Source: an optimization exercise on an open RTL-to-GDS flow (aim: small area and a short achievable clock period). Production flows keep margins and buffers that such runs may drop. RTL that was checked went through simulation tests only; none was proved equivalent to the original.

## top_module
module top_module(
    input [11:0] angleIn,
    input [11:0] setPoint,
    input [7:0] kp,
    input [7:0] ki,
    input [7:0] kd,
    input clk,
    input rst,
    output signed [8:0] dutyCycleOut
    );
==> flow/config.mk <==
export PLATFORM = sky130hd
export DESIGN_NAME = top_module
export DESIGN_NICKNAME = top_module
export VERILOG_FILES = /design/flow/design.v
export SDC_FILE = /design/flow/constraint.sdc
export NUM_CORES = 4
export LEC_CHECK = 0
export CAP_MARGIN = 20
export CORE_MARGIN = 2
export CORE_UTILIZATION = 40
export SLEW_MARGIN = 20
export SYNTH_HIERARCHICAL = 1
==> flow/constraint.sdc <==
create_clock -name core_clock -period 16.0 [get_ports {clk}]
set_input_delay 3.2000 -clock core_clock [delete_from_list [all_inputs] [get_ports {clk}]]
set_output_delay 3.2000 -clock core_clock [all_outputs]
set_load 0.01 [all_outputs]
standard.sh (not shown) runs the stock make flow with config.mk's settings and CLKGATE_MAP_FILE= SYNTH_SCRIPT=/design/flow/synth_recipe.tcl, a recipe that flattens the netlist after the stock synthesis.
==> flow/flow/run.sh <==
#!/bin/bash
# Standard layout, with timing repair aimed past the clock period (the SDC is
# unchanged) and ordinary buffers on the ports instead of delay cells.
set -euo pipefail
MARGIN=$(cat flow/margin.txt)
bash standard.sh SETUP_SLACK_MARGIN=$MARGIN \
  BUFFER_PORTS_ARGS="-buffer_cell sky130_fd_sc_hd__buf_2" MATCH_CELL_FOOTPRINT=0 finish > standard_make.log 2>&1
==> flow/flow/margin.txt <==
11.5
==> next run, changes <==
==> flow/run.sh (new file) <==
#!/bin/bash
# synth_recipe.tcl (not shown) runs the flow's synth.tcl, then flattens the netlist and writes it again
# the make line also repeats each setting of config.mk as NAME=value (left out here)
make -C /OpenROAD-flow-scripts/flow DESIGN_CONFIG=/design/flow/config.mk WORK_HOME=/design/flow/orfs CLKGATE_MAP_FILE= SYNTH_SCRIPT=/design/flow/synth_recipe.tcl finish
removed: flow/flow/run.sh
removed: flow/flow/margin.txt
removed: flow/standard.sh
=> Utilization goes down by 2.2 points; maximum frequency goes down by 14%; cell area goes down by 4.7%; worst hold slack improves by 0.10 ns; clock-buffer cell count is unchanged.
No run of this note included a check of the RTL's function; only the layout flow was run.

========
Another version of the RTL of top_module (not shown whole).
Size: roughly 59 I/O pins, about 12,000 sq um of cells after synthesis.
==> flow/config.mk <==
export PLATFORM = sky130hd
export DESIGN_NAME = top_module
export DESIGN_NICKNAME = top_module
export VERILOG_FILES = /design/flow/design.v
export SDC_FILE = /design/flow/constraint.sdc
export NUM_CORES = 4
export LEC_CHECK = 0
export CAP_MARGIN = 20
export CORE_MARGIN = 2
export CORE_UTILIZATION = 60
export CTS_BUF_LIST = sky130_fd_sc_hd__clkbuf_8
export SLEW_MARGIN = 20
export SYNTH_HIERARCHICAL = 1
==> flow/constraint.sdc <==
create_clock -name core_clock -period 16.0 [get_ports {clk}]
set_input_delay 3.2000 -clock core_clock [delete_from_list [all_inputs] [get_ports {clk}]]
set_output_delay 3.2000 -clock core_clock [all_outputs]
set_load 0.01 [all_outputs]
==> flow/flow/run.sh <==
#!/bin/bash
# Standard layout, with timing repair aimed past the clock period (the SDC is
# unchanged) and ordinary buffers on the ports instead of delay cells.
set -euo pipefail
MARGIN=$(cat flow/margin.txt)
bash standard.sh SETUP_SLACK_MARGIN=$MARGIN \
  BUFFER_PORTS_ARGS="-buffer_cell sky130_fd_sc_hd__buf_1" MATCH_CELL_FOOTPRINT=0 SETUP_MOVE_SEQUENCE=unbuffer,sizeup,swap finish > standard_make.log 2>&1
==> flow/flow/margin.txt <==
11.5
Edit:
==> flow/flow/margin.txt (replaced) <==
11.3
=> The new run passed the timing, DRC and antenna checks; final area came out lower by 2.5%; routed wire length is lower by 0.57%; fmax went down by 0.71%; worst setup slack degrades by 0.033 ns; synthesized cell count is unchanged; final cell count stays flat; count of clock-buffer cells in the layout does not change; clock skew goes up by 0.0037 ns.
Edit:
--- a/flow/flow/run.sh
+++ b/flow/flow/run.sh
@@ -7 +7 @@
-  BUFFER_PORTS_ARGS="-buffer_cell sky130_fd_sc_hd__buf_1" MATCH_CELL_FOOTPRINT=0 SETUP_MOVE_SEQUENCE=unbuffer,sizeup,swap finish > standard_make.log 2>&1
+  BUFFER_PORTS_ARGS="-buffer_cell sky130_fd_sc_hd__buf_2" MATCH_CELL_FOOTPRINT=0 finish > standard_make.log 2>&1
==> flow/flow/margin.txt (replaced) <==
12.5
--- a/flow/config.mk
+++ b/flow/config.mk
@@ -11 +10,0 @@
-export CTS_BUF_LIST = sky130_fd_sc_hd__clkbuf_8
Design area grows by 14%.
Clock skew hardly moves.
Area after synthesis is unchanged.
Sequential share of layout area decreases by 1.5 points.
Critical path depth came out higher by 5.
Via count came out higher by 6.1%.
Fmax went up by 0.68%.
Register-to-register slack improves by 0.03 ns.
Count of clock-buffer cells in the layout came out higher by 1.
Edit:
==> flow/flow/margin.txt (replaced) <==
10.5
The new run completed without violations.
Area after synthesis is unchanged.
Cell count went down by a few percent.
Clock skew stays flat.
Utilization fell by 9.5 points.
Worst setup slack is worse by 0.58 ns.
Sequential cell count is unchanged.
Wire length falls by roughly a tenth.
Hold slack gets better by 0.13 ns.
Via count is lower by a few percent.
Clock-buffer cell count fell by 1.
Edit:
==> flow/flow/margin.txt (replaced) <==
11.35
After rerunning: The changed run completed without violations; worst setup slack improves by 0.58 ns; register-to-register slack improves by 0.58 ns; die area is unchanged; cell area came out higher by 6.6%; synthesized area does not change.

========
Starting RTL as in the previous note.
Settings: LEC_CHECK=0, CAP_MARGIN=20, CORE_MARGIN=2, CORE_UTILIZATION=60, SLEW_MARGIN=20, SYNTH_HIERARCHICAL=1; clock period 16.0 ns.
==> flow/flow/run.sh <==
#!/bin/bash
# Standard layout, with timing repair aimed past the clock period (the SDC is
# unchanged) and ordinary buffers on the ports instead of delay cells.
set -euo pipefail
MARGIN=$(cat flow/margin.txt)
bash standard.sh SETUP_SLACK_MARGIN=$MARGIN \
  BUFFER_PORTS_ARGS="-buffer_cell sky130_fd_sc_hd__buf_2" MATCH_CELL_FOOTPRINT=0 SETUP_MOVE_SEQUENCE=unbuffer,sizeup,swap finish > standard_make.log 2>&1
==> flow/flow/margin.txt <==
12
Rerun with:
==> flow/flow/run.sh (replaced) <==
#!/bin/bash
# Standard layout, with timing repair aimed past the clock period (the SDC is
# unchanged) and ordinary buffers on the ports instead of delay cells.
set -euo pipefail
MARGIN=$(cat flow/margin.txt)
bash standard.sh SETUP_SLACK_MARGIN=$MARGIN \
  BUFFER_PORTS_ARGS="-buffer_cell sky130_fd_sc_hd__buf_2" MATCH_CELL_FOOTPRINT=0 finish > standard_make.log 2>&1
==> flow/flow/margin.txt (replaced) <==
11
Result: Clock skew increases by 0.0052 ns. Final cell count stays the same. Core utilization decreases by 3.5 points. Final area decreases by 5.1%. Wire length decreases by 4.1%. Area after synthesis stays the same. Critical path depth increases by 3. Worst hold slack gains 0.025 ns. Global-route usage decreases by 1.5 points. Die area stays the same. Maximum frequency decreases by 3.6%.
Rerun with:
--- a/flow/flow/run.sh
+++ b/flow/flow/run.sh
@@ -6,2 +6,2 @@
 bash standard.sh SETUP_SLACK_MARGIN=$MARGIN \
-  BUFFER_PORTS_ARGS="-buffer_cell sky130_fd_sc_hd__buf_2" MATCH_CELL_FOOTPRINT=0 finish > standard_make.log 2>&1
+  BUFFER_PORTS_ARGS="-buffer_cell sky130_fd_sc_hd__buf_2" MATCH_CELL_FOOTPRINT=0 SETUP_MOVE_SEQUENCE=unbuffer,sizeup,swap finish > standard_make.log 2>&1
==> flow/flow/margin.txt (replaced) <==
11.5
Settings changed: CORE_UTILIZATION 60 to 75.
Effect: Final area goes up by 3.1%. Register-to-register slack is better by 0.08 ns. Synthesized area is unchanged. Utilization climbs by 20 points. Via count climbs by 6.3%. Global-route usage climbs by 8.0 points.
Rerun with:
Settings changed: CORE_UTILIZATION 75 to 60.
What happened:
- register-to-register slack gets better by 0.07 ns
- worst hold slack gets better by 0.014 ns
- die area rises by 24%
- area after synthesis is unchanged
- utilization falls by 18 points
- count of clock-buffer cells in the layout falls by 2
- non-clock buffer count falls by 1
Rerun with:
==> flow/flow/run.sh (replaced) <==
#!/bin/bash
# Standard layout, with timing repair aimed past the clock period (the SDC is
# unchanged) and ordinary buffers on the ports instead of delay cells.
set -euo pipefail
MARGIN=$(cat flow/margin.txt)
bash standard.sh SETUP_SLACK_MARGIN=$MARGIN \
  BUFFER_PORTS_ARGS="-buffer_cell sky130_fd_sc_hd__buf_2" MATCH_CELL_FOOTPRINT=0 finish > standard_make.log 2>&1
What happened:
- The new run finished clean
- worst setup slack gains 0.016 ns
- utilization increases by 3.1 points
- maximum frequency increases by 0.34%
- routed wire length increases by 6.1%
- sequential share of layout area decreases by 0.54 points
- worst hold slack loses 0.039 ns
- cell count increases by 4.7%
- non-clock buffer count increases by 71
Rerun with:
==> flow/flow/margin.txt (replaced) <==
10.9
Via count drops by 5.2%.
Synthesized area is unchanged.
Count of clock-buffer cells in the layout does not change.
Register-to-register slack got worse by 0.25 ns.
Utilization drops by 4.8 points.
Routed wire length drops by 8.6%.
Cell area drops by 6.8%.

========
top_module, a different RTL version from the one above (not shown whole).
Size in the first run: ~1200 cells after synthesis, ~59 I/O pins, about 12000 µm² of cells after synthesis.
==> flow/design.v (excerpt) <==
module top_module(
    input [11:0] angleIn,
    input [11:0] setPoint,
    input [7:0] kp,
    input [7:0] ki,
    input [7:0] kd,
    input clk,
    input rst,
    output signed [8:0] dutyCycleOut
    );
clock: 16.0 ns
lec_check: 0
cap_margin: 20
core_margin: 2
core_utilization: 55
cts_buf_list: sky130_fd_sc_hd__clkbuf_8
slew_margin: 20
synth_hierarchical: 1
==> flow/flow/run.sh <==
#!/bin/bash
# The standard layout (standard.sh, unchanged synthesis), with:
#  - timing repair aimed past the clock period: SETUP_SLACK_MARGIN from
#    flow/margin.txt, repair limited to sizing moves (the SDC is unchanged);
#  - plain buffers (buf_1, resized as needed) on the ports instead of delay cells;
#  - sizing not restricted to the same cell footprint.
set -euo pipefail
MARGIN=$(cat flow/margin.txt)
bash standard.sh SETUP_SLACK_MARGIN=$MARGIN \
  BUFFER_PORTS_ARGS="-buffer_cell sky130_fd_sc_hd__buf_1" MATCH_CELL_FOOTPRINT=0 \
  SETUP_MOVE_SEQUENCE=unbuffer,sizeup,swap finish > standard_make.log 2>&1
==> flow/flow/margin.txt <==
11.4
The first run passed the timing, DRC and antenna checks.
Next try:
--- a/flow/flow/run.sh
+++ b/flow/flow/run.sh
@@ -10,2 +10,2 @@
   BUFFER_PORTS_ARGS="-buffer_cell sky130_fd_sc_hd__buf_1" MATCH_CELL_FOOTPRINT=0 \
-  SETUP_MOVE_SEQUENCE=unbuffer,sizeup,swap finish > standard_make.log 2>&1
+  SETUP_MOVE_SEQUENCE=unbuffer,sizeup,swap,clone finish > standard_make.log 2>&1
Settings changed: CORE_UTILIZATION 55 to 60.
Result:
- The new run went through all stages and came out clean
- setup slack is worse by 20 ps
- cell area is about the same
- routed wire length hardly moves

==> re-timing with driven ports <==
The flow's constraints put no driver on any port. The routed layouts listed below were extracted and timed again, unchanged, in two steps.
Step 1 sets driving cells, clkbuf_16 on the clock port and buf_2 on the other inputs (assumed; they add their load-dependent delay and slew).
Step 2 adds t to the input delays and takes it off the output delays; t is the mean of the earliest and latest rising clock arrival at the registers after step 1. Input paths then give back, and output paths get back, about the clock's delay inside the block.
Three values: ideal ports, drivers, drivers and shift; two values: the first two.
run | shift t [ns] | slack for setup (ns) | hold slack, ns | clock arrival spread, ns
the first run of note 1 | 0.416 | 11.245 / 11.245 / 10.877 | 0.504 / 0.504 / 0.504 | 0.010 / 0.009
the second run of note 1 | 0.404 | 10.453 / 10.453 / 10.323 | 0.607 / 0.607 / 0.607 | 0.012 / 0.011
the first run of note 2 | 0.423 | 11.319 / 11.319 / 11.020 | 0.530 / 0.530 / 0.530 | 0.009 / 0.009
the second run of note 2 | 0.446 | 11.285 / 11.285 / 10.974 | 0.527 / 0.527 / 0.527 | 0.015 / 0.015
the third run of note 2 | 0.402 | 11.317 / 11.317 / 10.925 | 0.491 / 0.491 / 0.491 | 0.016 / 0.016
the fourth run of note 2 | 0.401 | 10.738 / 10.738 / 10.637 | 0.625 / 0.625 / 0.625 | 0.014 / 0.014
the fifth run of note 2 | 0.399 | 11.323 / 11.323 / 10.959 | 0.498 / 0.498 / 0.498 | 0.012 / 0.012
the first run of note 3 | 0.398 | 11.355 / 11.355 / 10.988 | 0.523 / 0.523 / 0.523 | 0.008 / 0.008
the second run of note 3 | 0.401 | 11.180 / 11.180 / 10.834 | 0.548 / 0.548 / 0.548 | 0.014 / 0.014
the third run of note 3 | 0.391 | 11.258 / 11.258 / 10.949 | 0.529 / 0.529 / 0.529 | 0.009 / 0.009
the fourth run of note 3 | 0.403 | 11.332 / 11.332 / 10.975 | 0.543 / 0.543 / 0.543 | 0.007 / 0.007
the fifth run of note 3 | 0.405 | 11.348 / 11.348 / 11.013 | 0.504 / 0.504 / 0.504 | 0.005 / 0.006
the sixth run of note 3 | 0.401 | 11.099 / 11.099 / 10.755 | 0.561 / 0.561 / 0.561 | 0.013 / 0.013
the first run of note 4 | 0.426 | 11.341 / 11.299 / 11.017 | 0.521 / 0.521 / 0.521 | 0.022 / 0.022
the second run of note 4 | 0.429 | 11.321 / 11.275 / 11.032 | 0.527 / 0.527 / 0.527 | 0.015 / 0.015
After both steps setup and hold are still met in every run listed. The setup slack of the third run of note 2, which loses most, moves by 0.000 ns with the drivers and by -0.392 ns with both steps.
